Background: an optimization exercise with open tools, aiming at small area, a short achievable clock period and few clock cycles per item. Do not read the settings as production practice.
At most, simulation tests tie the RTL to the original design; equivalence was not proved.

==> run a <==
Design CordicAccelerator, start of the top module:
module CordicAccelerator(
  input         clock,
  input         reset,
  input         cmd_valid,
  output        cmd_ready,
  input  [6:0]  cmd_funct,
  input  [4:0]  cmd_rd,
  input  [63:0] cmd_rs1,
  input  [63:0] cmd_rs2,
  output        resp_valid,
  input         resp_ready,
  output [4:0]  resp_rd,
  output [63:0] resp_data,
  output        busy
);
clock: 6.0 ns
lec_check: 0
cap_margin: 20
core_margin: 2
core_utilization: 60
setup_slack_margin: 2.0
slew_margin: 20
run.sh (not shown) runs the stock make flow with config.mk's settings and CLKGATE_MAP_FILE= SYNTH_SCRIPT=/design/flow/synth_recipe.tcl, a recipe that flattens the netlist after the stock synthesis.
==> run b: changes against run a <==
Settings changed: SETUP_SLACK_MARGIN 2.0 to 2.5.
==> impl_metrics.toml <==
[clocking]
insertion_delay_ns = 0.91

[layout]
final_cell_mix = "dfxtp_1, ha_1, xnor2_1"
multiInputGateArea_um2 = 92100
layout.nets = 18452
nMultiInputCombCells = 11409
final.clkbuf_count = 376

[global_routing]
grt_use_met3 = 0.0307

[timing]
fin_crit_sh = 0.687

[place]
dp.cells = 18865

[drt]
finalWirelength_um = 377000

[worst_setup_path]
crit_buf_inv = 2
crit_chain = "inv_2 -> fa_2 -> nor2b_1 -> o21ai_0 -> a21boi_1 -> o21ai_1 -> a21boi_1 -> o21ai_1 -> a21oi_2 -> o21ai_2 -> a21oi_2 -> nor2_2 -> ha_1 -> nor2_4 -> clkinvlp_4 -> or4_1 -> a21oi_1 -> a2111o_1 -> nor4_1"
max_stage_delay_ns = 0.44

[outcome]
status = "no timing/DRC/antenna violations"

[power]
The numbers above come from run a.

==> impl_metrics.toml <==
[place]
dp.cells = 18854

[worst_setup_path]
crit_chain = "clkinvlp_4 -> ha_4 -> buf_4 -> a21oi_2 -> o21ai_1 -> a21oi_1 -> o21ai_1 -> a21oi_2 -> nor2b_1 -> o21ai_0 -> a211o_1 -> o21a_1 -> ha_2 -> nor2_4 -> inv_4 -> buf_6 -> or4_4 -> o21ai_4 -> nor4_2"
max_stage_delay_ns = 0.49

[outcome]
status = "no timing/DRC/antenna violations"

[layout]
nMultiInputCombCells = 11408
final_cell_mix = "dfxtp_1, ha_1, xnor2_1"

[global_routing]
grt_use_met3 = 0.0327
The numbers above come from run b.

Function was not checked in any run of this note: the RTL went through the layout flow alone.

---

==> run E: inputs <==
CordicAccelerator, a different RTL version from the one above (not shown whole).
==> flow/config.mk <==
export PLATFORM = sky130hd
export DESIGN_NAME = CordicAccelerator
export DESIGN_NICKNAME = CordicAccelerator
export VERILOG_FILES = /design/flow/design.v
export SDC_FILE = /design/flow/constraint.sdc
export NUM_CORES = 8
export LEC_CHECK = 0
export CAP_MARGIN = 20
export CORE_MARGIN = 2
export CORE_UTILIZATION = 60
export CTS_BUF_LIST = sky130_fd_sc_hd__clkbuf_4 sky130_fd_sc_hd__clkbuf_8
export SETUP_SLACK_MARGIN = 2.5
export SLEW_MARGIN = 20
==> flow/constraint.sdc <==
create_clock -name core_clock -period 6.0 [get_ports {clock}]
set_input_delay 1.2000 -clock core_clock [delete_from_list [all_inputs] [get_ports {clock}]]
set_output_delay 1.2000 -clock core_clock [all_outputs]
set_load 0.01 [all_outputs]
==> inputs of run C, as changes to run E <==
--- a/flow/design.v
+++ b/flow/design.v
@@ -685,45 +685,63 @@
     p29_x <= x202;
     p29_y <= yt203;
     p29_rd <= p28_rd;
     p29_fn <= p28_fn;
     p29_dn <= p28_dn;
     p29_d <= p28_d;
   end
-  wire [31:0] y29 = p29_y ^ {32{~p29_d}};
-  wire [31:0] em = p29_fn ? y29 : p29_x;
-  wire [31:0] eo = p29_fn ? p29_x : y29;
-  wire etn = ~(p29_fn ^ p29_d);   
-  wire [4:0] em3 = {{2{em[31]}}, em[31:29]};
-  wire [4:0] eo3 = {{2{eo[31]}}, eo[31:29]};
-  wire [4:0] ea = etn ? -eo3 : eo3;
-  wire [4:0] eb = etn ? em3 : -em3;
-  wire [4:0] eml = {2'b00, em[2:0]};
-  wire [4:0] eol = {2'b00, eo[2:0]};
-  wire m_all1 = &em[29:3];
-  wire m_all0 = ~|em[29:3];
-  wire o_all1 = &eo[29:3];
-  wire o_all0 = ~|eo[29:3];
-  wire [4:0] es1 = eml + ea;
-  wire [1:0] et2m = em[31:30] + {1'b0, es1[4:3] == 2'b01 & m_all1} - {1'b0, es1[4:3] == 2'b11 & m_all0};
-  wire [4:0] em2 = {{3{et2m[1]}}, et2m};
-  wire [4:0] ev = etn ? em2 : -em2;
-  wire [4:0] es2 = eol + eb;
-  wire [1:0] et2o = eo[31:30] + {1'b0, es2[4:3] == 2'b01 & o_all1} - {1'b0, es2[4:3] == 2'b11 & o_all0};
-  wire [4:0] es3 = eol + eb + ev;
-  wire esgn = eo[31] ^ (es3[4:3] == 2'b01 & o_all1 & eo[30]) ^ (es3[4:3] == 2'b11 & o_all0 & ~eo[30]);
-  wire [4:0] eq = {{3{et2o[1]}}, et2o} - {4'b0000, esgn};
-  wire [4:0] ee = p29_dn ? 5'd0 : (etn ? -eq : eq);
-  wire [4:0] es4 = eml + ea + ee;
-  wire [28:0] emh = em[31:3];
-  wire [28:0] emhp = emh + 29'd1;
-  wire [28:0] emhm = emh - 29'd1;
-  assign res = {es4[4:3] == 2'b01 ? emhp : (es4[4:3] == 2'b11 ? emhm : emh), es4[2:0]};
-  assign end_rd = p29_rd;
-  wire end_v = p29_v;
+  wire [31:0] ys210 = $signed(p29_y) >>> 29;
+  wire [31:0] xs211 = $signed(p29_x) >>> 29;
+  wire [31:0] x208 = addc(p29_x, ys210, ~p29_d);
+  wire [31:0] xg213 = xs211 & {32{~p29_dn}};
+  wire [31:0] u212 = addc(p29_y, ~xg213, 1'b1);
+  wire [31:0] yt209 = u212 ^ {32{p29_d ^ p29_d}};
+  reg [31:0] p30_x, p30_y;
+  reg [4:0] p30_rd;
+  reg p30_fn, p30_dn, p30_v;
+  reg p30_d;
+  always @(posedge clock) begin
+    if (reset) p30_v <= 1'b0;
+    else p30_v <= p29_v;
+    p30_x <= x208;
+    p30_y <= yt209;
+    p30_rd <= p29_rd;
+    p30_fn <= p29_fn;
+    p30_dn <= p29_dn;
+    p30_d <= p29_d;
+  end
+  wire [31:0] ys216 = $signed(p30_y) >>> 30;
+  wire [31:0] xs217 = $signed(p30_x) >>> 30;
+  wire [31:0] x214 = addc(p30_x, ys216, ~p30_d);
+  wire [31:0] xg219 = xs217 & {32{~p30_dn}};
+  wire [31:0] u218 = addc(p30_y, ~xg219, 1'b1);
+  wire [31:0] yt215 = u218 ^ {32{p30_d ^ p30_d}};
+  reg [31:0] p31_x, p31_y;
+  reg [4:0] p31_rd;
+  reg p31_fn, p31_dn, p31_v;
+  reg p31_d;
+  always @(posedge clock) begin
+    if (reset) p31_v <= 1'b0;
+    else p31_v <= p30_v;
+    p31_x <= x214;
+    p31_y <= yt215;
+    p31_rd <= p30_rd;
+    p31_fn <= p30_fn;
+    p31_dn <= p30_dn;
+    p31_d <= p30_d;
+  end
+  wire [31:0] ys222 = $signed(p31_y) >>> 31;
+  wire [31:0] xs223 = $signed(p31_x) >>> 31;
+  wire [31:0] x220 = addc(p31_x, ys222, ~p31_d);
+  wire [31:0] xg225 = xs223 & {32{~p31_dn}};
+  wire [31:0] u224 = addc(p31_y, ~xg225, 1'b1);
+  wire [31:0] yt221 = u224 ^ {32{p31_d ^ p31_d}};
+  assign res = p31_fn ? (yt221 ^ {32{~p31_d}}) : x220;
+  assign end_rd = p31_rd;
+  wire end_v = p31_v;
   reg [31:0] h_data, k_data;
   reg [4:0] h_rd, k_rd;
   reg hv, kv, busy_r;
   reg blocked;
   reg [4:0] wait_n;
   wire wait_0 = (wait_n == 5'd0);
   wire push = end_v & ~(hv & kv) & (~blocked | wait_0);
@@ -758,15 +776,17 @@
       p21_v |
       p22_v |
       p23_v |
       p24_v |
       p25_v |
       p26_v |
       p27_v |
-      p28_v;
+      p28_v |
+      p29_v |
+      p30_v;
   always @(posedge clock) begin
     if (reset) begin
       hv <= 1'b0;
       kv <= 1'b0;
       busy_r <= 1'b0;
       blocked <= 1'b0;
     end else begin
@@ -775,15 +795,15 @@
       busy_r <= inflight_n;
       if (recirc & (~blocked | wait_0))
         blocked <= 1'b1;
       else if (push & blocked)
         blocked <= 1'b0;
     end
     if (recirc & (~blocked | wait_0))
-      wait_n <= 5'd28;
+      wait_n <= 5'd30;
     else
       wait_n <= wait_n - 5'd1;
     if (h_load) begin
       h_data <= kv ? k_data : res;
       h_rd <= kv ? k_rd : end_rd;
     end
     if (h_load ? kv : ~kv) begin
==> flow_metrics.env <==
export IMPL_status="finished clean"
export IMPL_clk_latency_ns=1.11
export IMPL_die_area_um2=234000
export IMPL_wl_per_cell_um=18.5
export IMPL_final_util=0.714
export IMPL_multi_input_area_um2=91300
export IMPL_nClkBuffers=625
export IMPL_fin_worst_skew_ns=0.105
export IMPL_worstMarginPinSlew_ns=1.06
# the run above: run C

==> flow_metrics.env <==
export IMPL_status="failed layout checks"
export IMPL_failed_checks="negative setup slack"
export IMPL_stdcell_area_um2=152000
export IMPL_nClkBuffers=607
export IMPL_clk_latency_ns=1.09
export IMPL_worstMarginPinSlew_ns=1.04
export IMPL_antenna_cells=19
export IMPL_layout_setup_ws_ns=-2.66
export IMPL_fin_worst_skew_ns=0.0792
export IMPL_final_util=0.700
export IMPL_setup_violations=96
export IMPL_wl_per_cell_um=18.9
# the run above: run E

No functional check of the RTL was part of any run of this note.

---

==> job 2955 <==
Another version of the RTL of CordicAccelerator (not shown whole).
export LEC_CHECK = 0
export CAP_MARGIN = 20
export CORE_MARGIN = 2
export CORE_UTILIZATION = 60
export CTS_BUF_LIST = sky130_fd_sc_hd__clkbuf_4 sky130_fd_sc_hd__clkbuf_8
export SETUP_SLACK_MARGIN = 2.5
export SLEW_MARGIN = 20
create_clock -name core_clock -period 6.0 [get_ports {clock}]
==> inputs of job 5319, as changes to job 2955 <==
--- a/flow/design.v
+++ b/flow/design.v
@@ -673,30 +673,59 @@
     p29_rd <= p28_rd;
     p29_fn <= p28_fn;
     p29_dn <= p28_dn;
     p29_d <= p28_d;
   end
-  wire [31:0] y29 = p29_y ^ {32{~p29_d}};
-  wire [31:0] em = p29_fn ? y29 : p29_x;
-  wire [31:0] eo = p29_fn ? p29_x : y29;
-  wire etn = ~(p29_fn ^ p29_d);   
-  wire [4:0] em3 = {{2{em[31]}}, em[31:29]};
-  wire [4:0] eo3 = {{2{eo[31]}}, eo[31:29]};
-  wire [4:0] ea = etn ? -eo3 : eo3;
-  wire [4:0] eb = etn ? em3 : -em3;
-  wire [31:0] em30 = em + {{27{ea[4]}}, ea};
-  wire [31:0] eo30 = eo + {{27{eb[4]}}, eb};
-  wire [4:0] em2 = {{3{em30[31]}}, em30[31:30]};
-  wire [4:0] ev = etn ? em2 : -em2;
-  wire [4:0] ebv = eb + ev;
-  wire [31:0] eo31 = eo + {{27{ebv[4]}}, ebv};
-  wire [4:0] eq = {{3{eo30[31]}}, eo30[31:30]} - {4'b0000, eo31[31]};
-  wire [4:0] ee = p29_dn ? 5'd0 : (etn ? -eq : eq);
-  wire [4:0] eae = ea + ee;
-  assign res = em + {{27{eae[4]}}, eae};
-  assign end_rd = p29_rd;
-  wire end_v = p29_v;
+  wire [31:0] ys226 = $signed(p29_y) >>> 29;
+  wire [31:0] xs227 = $signed(p29_x) >>> 29;
+  wire [31:0] x224 = addc(p29_x, ys226, ~p29_d);
+  wire [31:0] xg229 = xs227 & {32{~p29_dn}};
+  wire [31:0] u228 = addc(p29_y, ~xg229, 1'b1);
+  wire [31:0] yt225 = u228 ^ {32{p29_d ^ p29_d}};
+  reg [31:0] p30_x, p30_y;
+  reg [4:0] p30_rd;
+  reg p30_fn, p30_dn, p30_v;
+  reg p30_d;
+  always @(posedge clock) begin
+    if (reset) p30_v <= 1'b0;
+    else p30_v <= p29_v;
+    p30_x <= x224;
+    p30_y <= yt225;
+    p30_rd <= p29_rd;
+    p30_fn <= p29_fn;
+    p30_dn <= p29_dn;
+    p30_d <= p29_d;
+  end
+  wire [31:0] ys232 = $signed(p30_y) >>> 30;
+  wire [31:0] xs233 = $signed(p30_x) >>> 30;
+  wire [31:0] x230 = addc(p30_x, ys232, ~p30_d);
+  wire [31:0] xg235 = xs233 & {32{~p30_dn}};
+  wire [31:0] u234 = addc(p30_y, ~xg235, 1'b1);
+  wire [31:0] yt231 = u234 ^ {32{p30_d ^ p30_d}};
+  reg [31:0] p31_x, p31_y;
+  reg [4:0] p31_rd;
+  reg p31_fn, p31_dn, p31_v;
+  reg p31_d;
+  always @(posedge clock) begin
+    if (reset) p31_v <= 1'b0;
+    else p31_v <= p30_v;
+    p31_x <= x230;
+    p31_y <= yt231;
+    p31_rd <= p30_rd;
+    p31_fn <= p30_fn;
+    p31_dn <= p30_dn;
+    p31_d <= p30_d;
+  end
+  wire [31:0] ys238 = $signed(p31_y) >>> 31;
+  wire [31:0] xs239 = $signed(p31_x) >>> 31;
+  wire [31:0] x236 = addc(p31_x, ys238, ~p31_d);
+  wire [31:0] xg241 = xs239 & {32{~p31_dn}};
+  wire [31:0] u240 = addc(p31_y, ~xg241, 1'b1);
+  wire [31:0] yt237 = u240 ^ {32{p31_d ^ p31_d}};
+  assign res = p31_fn ? (yt237 ^ {32{~p31_d}}) : x236;
+  assign end_rd = p31_rd;
+  wire end_v = p31_v;
   reg [31:0] h_data, k_data;
   reg [4:0] h_rd, k_rd;
   reg hv, kv, busy_r;
   reg blocked;
   reg [4:0] wait_n;
@@ -735,11 +764,13 @@
       p23_v |
       p24_v |
       p25_v |
       p26_v |
       p27_v |
-      p28_v;
+      p28_v |
+      p29_v |
+      p30_v;
   always @(posedge clock) begin
     if (reset) begin
       hv <= 1'b0;
       kv <= 1'b0;
       busy_r <= 1'b0;
@@ -752,11 +783,11 @@
         blocked <= 1'b1;
       else if (push & blocked)
         blocked <= 1'b0;
     end
     if (recirc & (~blocked | wait_0))
-      wait_n <= 5'd28;
+      wait_n <= 5'd30;
     else
       wait_n <= wait_n - 5'd1;
     if (h_load) begin
       h_data <= kv ? k_data : res;
       h_rd <= kv ? k_rd : end_rd;
- CTS_BUF_LIST: sky130_fd_sc_hd__clkbuf_4 sky130_fd_sc_hd__clkbuf_8 -> not set
- SETUP_SLACK_MARGIN: 2.5 -> 2.4
==> inputs of job 2322, as changes to job 2955 <==
--- a/flow/design.v
+++ b/flow/design.v
@@ -673,30 +673,43 @@
     p29_rd <= p28_rd;
     p29_fn <= p28_fn;
     p29_dn <= p28_dn;
     p29_d <= p28_d;
   end
-  wire [31:0] y29 = p29_y ^ {32{~p29_d}};
-  wire [31:0] em = p29_fn ? y29 : p29_x;
-  wire [31:0] eo = p29_fn ? p29_x : y29;
-  wire etn = ~(p29_fn ^ p29_d);   
-  wire [4:0] em3 = {{2{em[31]}}, em[31:29]};
-  wire [4:0] eo3 = {{2{eo[31]}}, eo[31:29]};
-  wire [4:0] ea = etn ? -eo3 : eo3;
-  wire [4:0] eb = etn ? em3 : -em3;
-  wire [31:0] em30 = em + {{27{ea[4]}}, ea};
-  wire [31:0] eo30 = eo + {{27{eb[4]}}, eb};
-  wire [4:0] em2 = {{3{em30[31]}}, em30[31:30]};
-  wire [4:0] ev = etn ? em2 : -em2;
-  wire [4:0] ebv = eb + ev;
-  wire [31:0] eo31 = eo + {{27{ebv[4]}}, ebv};
-  wire [4:0] eq = {{3{eo30[31]}}, eo30[31:30]} - {4'b0000, eo31[31]};
-  wire [4:0] ee = p29_dn ? 5'd0 : (etn ? -eq : eq);
-  wire [4:0] eae = ea + ee;
-  assign res = em + {{27{eae[4]}}, eae};
-  assign end_rd = p29_rd;
-  wire end_v = p29_v;
+  wire [31:0] ys226 = $signed(p29_y) >>> 29;
+  wire [31:0] xs227 = $signed(p29_x) >>> 29;
+  wire [31:0] x224 = addc(p29_x, ys226, ~p29_d);
+  wire [31:0] xg229 = xs227 & {32{~p29_dn}};
+  wire [31:0] u228 = addc(p29_y, ~xg229, 1'b1);
+  wire [31:0] yt225 = u228 ^ {32{p29_d ^ p29_d}};
+  reg [31:0] p30_x, p30_y;
+  reg [4:0] p30_rd;
+  reg p30_fn, p30_dn, p30_v;
+  reg p30_d;
+  always @(posedge clock) begin
+    if (reset) p30_v <= 1'b0;
+    else p30_v <= p29_v;
+    p30_x <= x224;
+    p30_y <= yt225;
+    p30_rd <= p29_rd;
+    p30_fn <= p29_fn;
+    p30_dn <= p29_dn;
+    p30_d <= p29_d;
+  end
+  wire [31:0] y30 = p30_y ^ {32{~p30_d}};
+  wire [31:0] em = p30_fn ? y30 : p30_x;
+  wire [31:0] eo = p30_fn ? p30_x : y30;
+  wire etn = ~(p30_fn ^ p30_d);   
+  wire [3:0] etm = {{2{em[31]}}, em[31:30]};
+  wire [3:0] eto = {{2{eo[31]}}, eo[31:30]};
+  wire [3:0] ev = etn ? etm : -etm;
+  wire [31:0] eo31 = eo + {{28{ev[3]}}, ev};
+  wire [3:0] eq = eto - {3'b000, eo31[31]};
+  wire [3:0] edl = p30_dn ? 4'd0 : (etn ? -eq : eq);
+  assign res = em + {{28{edl[3]}}, edl};
+  assign end_rd = p30_rd;
+  wire end_v = p30_v;
   reg [31:0] h_data, k_data;
   reg [4:0] h_rd, k_rd;
   reg hv, kv, busy_r;
   reg blocked;
   reg [4:0] wait_n;
@@ -735,11 +748,12 @@
       p23_v |
       p24_v |
       p25_v |
       p26_v |
       p27_v |
-      p28_v;
+      p28_v |
+      p29_v;
   always @(posedge clock) begin
     if (reset) begin
       hv <= 1'b0;
       kv <= 1'b0;
       busy_r <= 1'b0;
@@ -752,11 +766,11 @@
         blocked <= 1'b1;
       else if (push & blocked)
         blocked <= 1'b0;
     end
     if (recirc & (~blocked | wait_0))
-      wait_n <= 5'd28;
+      wait_n <= 5'd29;
     else
       wait_n <= wait_n - 5'd1;
     if (h_load) begin
       h_data <= kv ? k_data : res;
       h_rd <= kv ? k_rd : end_rd;
==> results.txt <==
quantity	job 5319	job 2955	job 2322
Outcome	finished clean	failed layout checks	failed layout checks
Reasons for failing layout checks	-	negative setup slack	negative setup slack
Register bit count reported by yosys	2482	2336	2409
Minimum clock period after layout	3.65 ns	12.11 ns	6.36 ns
Data required time at the worst endpoint	6.80 ns	6.80 ns	6.83 ns
Clk root buf	sky130_fd_sc_hd__clkbuf_16	sky130_fd_sc_hd__clkbuf_8	sky130_fd_sc_hd__clkbuf_8
Delay contributed by the slowest stage of the critical path	0.38 ns	0.53 ns	0.39 ns
Data arrival time of the critical path	4.45 ns	12.91 ns	7.19 ns
Proportion of netlist area held by the largest area contributor	34.4%	33.9%	34.5%
Worst r2r path cells	18	67	39
Fraction of area in non-clock buffers	2.25%	3.61%	2.15%
Ratio of cells with drive above 1 in the final layout	10.2%	12.1%	10.6%
Maximum fanout along the worst path	5	8	8
Total of clock buffers placed in the layout	383	590	584
Worst clock skew	0.0445 ns	0.112 ns	0.0701 ns
Reg-to-reg critical path startpoint	p2_z[15]	p29_d	p30_d
Combined global-route utilization of all metal layers	27.2%	28.6%	29.5%
Final non-filler cell area	0.161 mm^2	0.154 mm^2	0.153 mm^2
Pin count of the biggest net entering global routing	62	71	82
Capturing point of the worst reg2reg path	p3_y[21]	h_data[31]	h_data[30]
Half-perimeter wire length of the detailed placement result	254 mm	256 mm	275 mm
Routability congestion estimate from global placement	0.925	0.904	0.954
Tap cell instance count	3043	2975	2992
Relative slew slack	8.31%	26.1%	27.5%
Testbench counts of job 5319, summed over its fixed seeds: cycles 1,856, items 1,600.
Only the layout flow was run in job 2955 and job 2322; the RTL was not checked for function there.

==> static timing again, ports no longer ideal <==
The flow's constraints put no driver on any port. The routed layouts listed below were extracted and timed again, unchanged, in two steps.
Step 1, drivers: a clkbuf_16 drives clock and a buf_2 each remaining input, both assumed.
Step 2 adds t to the input delays and takes it off the output delays; t is the mean of the earliest and latest rising clock arrival at the registers after step 1. Input paths then give back, and output paths get back, about the clock's delay inside the block.
a / b / c = ideal / step 1 / step 2; a / b = the first two.
run	t (ns)	slack for setup (ns)	hold slack, ns	latest minus earliest clock arrival (ns)	cell pins on the clock port's net
run a	0.981	1.880 / 1.880 / 1.192	0.303 / 0.303 / 0.303	0.076 / 0.075	1
run b	1.018	2.141 / 2.141 / 1.356	0.306 / 0.306 / 0.306	0.081 / 0.081	1
run E	1.146	-2.663 / -2.663 / -2.663	0.267 / 0.267 / 0.267	0.099 / 0.099	1
run C	1.145	1.187 / 1.187 / 1.187	0.310 / 0.310 / 0.310	0.112 / 0.112	1
job 2955	1.133	-6.112 / -6.112 / -6.112	0.310 / 0.310 / 0.310	0.116 / 0.116	1
job 5319	0.985	2.355 / 2.338 / 1.424	0.312 / 0.312 / 0.312	0.047 / 0.047	1
job 2322	1.157	-0.360 / -0.360 / -0.360	0.275 / 0.275 / 0.275	0.086 / 0.086	1
The setup slack of job 5319, which loses most, moves by -0.017 ns with the drivers and by -0.931 ns with both steps.
